What follows belongs to an exercise in optimizing a design on an open flow for small area; a production flow would make more cautious choices.
Function was checked by simulation only, so behaviour that the tests miss may differ from the original.
The flow treats the clock pin as an ideal source, which a real chip does not have.
Power figures rest on the tool's default switching activity, not on a simulated workload.

==> module wavelet_transform, before the edit <==
module wavelet_transform(clk, rst, data_stream, H_out, L_out, addr);
input clk, rst;
output reg [0:7] H_out;
output reg [0:7] L_out;
output reg  [0:7] addr;
input [0:7] data_stream;
wire [2:0] p = addr[5:7];
reg  [7:0] a1, a2;       
reg  [7:0] se, sf, sg1, sg2, sk;
reg  [7:0] ao, af, ag1, ag2, ak;
reg  [7:0] lp1, lpx, lp3;
reg  [7:0] mux_a, mux_b, mux_c, mux_e;
reg  warm;
wire early = !warm && !addr[4];
always @* begin
    case (p)
    3'd0: begin mux_a = early ? 8'h00 : lpx; mux_b = data_stream;
                mux_c = early ? 8'h00 : se;  mux_e = warm ? ak : 8'h00;  end
    3'd1: begin mux_a = data_stream;         mux_b = lpx;
                mux_c = early ? 8'h00 : sf;  mux_e = early ? 8'h00 : ao;  end
    3'd2: begin mux_a = early ? 8'h00 : lpx; mux_b = data_stream;
                mux_c = se;                  mux_e = early ? 8'h00 : af;  end
    3'd3: begin mux_a = data_stream;         mux_b = lp1;
                mux_c = warm ? sg2 : 8'h00;  mux_e = ao;  end
    3'd4: begin mux_a = lpx;                 mux_b = data_stream;
                mux_c = se;                  mux_e = warm ? ag2 : 8'h00; end
    3'd5: begin mux_a = data_stream;         mux_b = lpx;
                mux_c = sf;                  mux_e = ao;  end
    3'd6: begin mux_a = lp3;                 mux_b = data_stream;
                mux_c = se;                  mux_e = af;  end
    default: begin mux_a = data_stream;      mux_b = L_out;
                mux_c = early ? 8'h00 : sk;  mux_e = ao;  end
    endcase
end
function [7:0] add8(input [7:0] x, input [7:0] y, input ci);
    integer i;
    reg c;
    begin
        c = ci;
        for (i = 0; i < 8; i = i + 1) begin
            add8[i] = (x[i] ^ y[i]) ^ c;
            c = (x[i] & y[i]) | (c & (x[i] ^ y[i]));
        end
    end
endfunction
wire [7:0] nd1  = ~{1'b0, a1[7:1]};
wire [7:0] sub1 = add8(mux_b, nd1, 1'b1);
wire [7:0] sub2 = add8(mux_c, nd1, 1'b1);
wire [7:0] hq   = {2'b00, H_out[0:5]};
wire [7:0] add1 = add8(a2, hq, 1'b0);
wire [7:0] add2 = add8(mux_e, hq, 1'b0);
always @(posedge clk, negedge rst) begin
    if (!rst) begin
        addr  <= 0;
        H_out <= 0;
        L_out <= 0;
        a1    <= 0;
    end else begin
        addr  <= addr + 1;
        H_out <= sub2;
        L_out <= add2;
        a1    <= mux_a;
    end
end
always @(posedge clk, negedge rst) begin
    if (!rst)
        warm <= 1'b0;
    else if (addr[4:7] == 4'hf)
        warm <= 1'b1;
end
always @(posedge clk) begin
    a2 <= a1;
    if (!p[0]) se <= sub1;
    if (p[1:0] == 2'b01) sf <= sub1;
    if (p == 3'd3) begin sg1 <= sub1; sg2 <= sg1; end
    if (p == 3'd7) sk <= sub1;
    if (p[0]) ao <= add1;
    if (p[1:0] == 2'b10) af <= add1;
    if (p == 3'd4) begin ag1 <= add1; ag2 <= ag1; end
    if (p == 3'd0) ak <= add1;
    if (p == 3'd1) lp1 <= L_out;
    if (p == 3'd1) lpx <= lp1;
    else if (p[1:0] != 2'b11) lpx <= L_out;
    if (p == 3'd3) lp3 <= L_out;
end
endmodule
Settings: LEC_CHECK=0, CAP_MARGIN=20, CORE_MARGIN=2, CORE_UTILIZATION=55, SLEW_MARGIN=20; clock period 6.0 ns.
standard.sh (not shown) runs the stock make flow with config.mk's settings and CLKGATE_MAP_FILE= SYNTH_SCRIPT=/design/flow/synth_recipe.tcl, a recipe that flattens the netlist after the stock synthesis.
==> flow/flow/run.sh <==
#!/bin/bash
# Own layout flow: the standard synthesis and ORFS steps, with
#  - single-size buffers on the ports (buf_1 instead of clkdlybuf4s50_1),
#  - a clock tree of clkbuf_4 cells without dummy loads, where the clock
#    buffers whose loads see too high a slew are upsized to clkbuf_8
#    (flow/fixclk.tcl) before routing.
# Each step's full output goes to a log file of its own in the work folder.
set -euo pipefail
export BUFFER_PORTS_ARGS="-buffer_cell sky130_fd_sc_hd__buf_1"
export CTS_ARGS="-sink_clustering_enable -repair_clock_nets -buf_list sky130_fd_sc_hd__clkbuf_4 -dont_use_dummy_load"
bash standard.sh synth > synth.log 2>&1
bash standard.sh cts > place_cts.log 2>&1
RESULTS="$PWD/orfs/results/$FLOW_PLATFORM/wavelet_transform/base" openroad -no_init -exit flow/fixclk.tcl > fixclk.log 2>&1
bash standard.sh finish > route_finish.log 2>&1
==> flow/flow/fixclk.tcl <==
# After CTS: the clock tree is built from clkbuf_4 cells. Upsize to clkbuf_8
# every clock buffer whose loads see a slew above the target, then legalise
# the placement again.
set plat $::env(FLOW_HOME)/platforms/sky130hd
set res $::env(RESULTS)
read_liberty $plat/lib/sky130_fd_sc_hd__tt_025C_1v80.lib
read_db $res/4_cts.odb
read_sdc $res/4_cts.sdc
source $plat/setRC.tcl
set_propagated_clock [all_clocks]

set target 0.105
for {set iter 0} {$iter < 5} {incr iter} {
  estimate_parasitics -placement
  set changed 0
  foreach inst [get_cells *] {
    if {[get_property $inst ref_name] ne "sky130_fd_sc_hd__clkbuf_4"} { continue }
    set out [get_pins -of_objects $inst -filter "direction == output"]
    set worst 0
    foreach p [get_pins -of_objects [get_nets -of_objects $out] -filter "direction == input"] {
      set s [get_property $p slew_max]
      if {$s > $worst} { set worst $s }
    }
    if {$worst > $target} {
      replace_cell $inst [get_lib_cells */sky130_fd_sc_hd__clkbuf_8]
      puts "upsized [get_full_name $inst]: load slew [format %.3f $worst] ns"
      set changed 1
    }
  }
  if {!$changed} { break }
}
detailed_placement
check_placement -verbose
estimate_parasitics -placement
set worst 0
foreach p [get_pins -hierarchical */CLK] {
  set s [get_property $p slew_max]
  if {$s > $worst} { set worst $s }
}
puts "worst flip-flop clock pin slew after fix: [format %.3f $worst] ns"
report_checks -path_delay min_max -format end
write_db $res/4_cts.odb
Change:
--- a/flow/design.v
+++ b/flow/design.v
@@ -5,31 +5,31 @@
 output reg  [0:7] addr;
 input [0:7] data_stream;
 wire [2:0] p = addr[5:7];
 reg  [7:0] a1, a2;       
 reg  [7:0] se, sf, sg1, sg2, sk;
 reg  [7:0] ao, af, ag1, ag2, ak;
-reg  [7:0] lp1, lpx, lp3;
+reg  [7:0] c1, c2, c3, lr;
 reg  [7:0] mux_a, mux_b, mux_c, mux_e;
 reg  warm;
 wire early = !warm && !addr[4];
 always @* begin
     case (p)
-    3'd0: begin mux_a = early ? 8'h00 : lpx; mux_b = data_stream;
+    3'd0: begin mux_a = early ? 8'h00 : c2;  mux_b = data_stream;
                 mux_c = early ? 8'h00 : se;  mux_e = warm ? ak : 8'h00;  end
-    3'd1: begin mux_a = data_stream;         mux_b = lpx;
+    3'd1: begin mux_a = data_stream;         mux_b = c1;
                 mux_c = early ? 8'h00 : sf;  mux_e = early ? 8'h00 : ao;  end
-    3'd2: begin mux_a = early ? 8'h00 : lpx; mux_b = data_stream;
+    3'd2: begin mux_a = early ? 8'h00 : lr;  mux_b = data_stream;
                 mux_c = se;                  mux_e = early ? 8'h00 : af;  end
-    3'd3: begin mux_a = data_stream;         mux_b = lp1;
+    3'd3: begin mux_a = data_stream;         mux_b = c2;
                 mux_c = warm ? sg2 : 8'h00;  mux_e = ao;  end
-    3'd4: begin mux_a = lpx;                 mux_b = data_stream;
+    3'd4: begin mux_a = c2;                  mux_b = data_stream;
                 mux_c = se;                  mux_e = warm ? ag2 : 8'h00; end
-    3'd5: begin mux_a = data_stream;         mux_b = lpx;
+    3'd5: begin mux_a = data_stream;         mux_b = c1;
                 mux_c = sf;                  mux_e = ao;  end
-    3'd6: begin mux_a = lp3;                 mux_b = data_stream;
+    3'd6: begin mux_a = c3;                  mux_b = data_stream;
                 mux_c = se;                  mux_e = af;  end
     default: begin mux_a = data_stream;      mux_b = L_out;
                 mux_c = early ? 8'h00 : sk;  mux_e = ao;  end
     endcase
 end
 function [7:0] add8(input [7:0] x, input [7:0] y, input ci);
@@ -75,12 +75,12 @@
     if (p == 3'd3) begin sg1 <= sub1; sg2 <= sg1; end
     if (p == 3'd7) sk <= sub1;
     if (p[0]) ao <= add1;
     if (p[1:0] == 2'b10) af <= add1;
     if (p == 3'd4) begin ag1 <= add1; ag2 <= ag1; end
     if (p == 3'd0) ak <= add1;
-    if (p == 3'd1) lp1 <= L_out;
-    if (p == 3'd1) lpx <= lp1;
-    else if (p[1:0] != 2'b11) lpx <= L_out;
-    if (p == 3'd3) lp3 <= L_out;
+    c1 <= L_out;
+    c2 <= c1;
+    c3 <= c2;
+    if (p == 3'd3) lr <= c2;
 end
 endmodule
The new run produced a clean layout.
Total power rises by 21%.
Worst setup slack got worse by 0.34 ns.
Worst hold slack got worse by 0.012 ns.
Final area falls by 0.75%.
Critical path depth is unchanged.
Register-to-register slack got worse by 0.34 ns.
Via count rises by 1.5%.
Sequential cell count rises by 8.
First-iteration DRC count rises by 13%.
Die area falls by 1.2%.
Clock-buffer cell count is unchanged.
Wire length falls by 3.2%.

separate check: timing with driven ports:
Ports are ideal in the flow. The routed layouts listed here were re-timed in OpenROAD.
Step 1, drivers: a clkbuf_16 drives clk and a buf_2 each remaining input, both assumed.
Step 2 also shifts input and output timing later by t, the mid clock arrival at the registers, as if the neighbouring blocks saw the same clock.
Three values: ideal, step 1, step 2; two values: the first two.
run | t, ns | setup WS [ns] | worst register clock-pin slew, ns
the first run | 0.453 | 0.955 / 0.955 / 0.955 | 0.11 / 0.11
the second run | 0.449 | 0.617 / 0.617 / 0.617 | 0.10 / 0.10
After both steps every run listed still meets setup and hold.
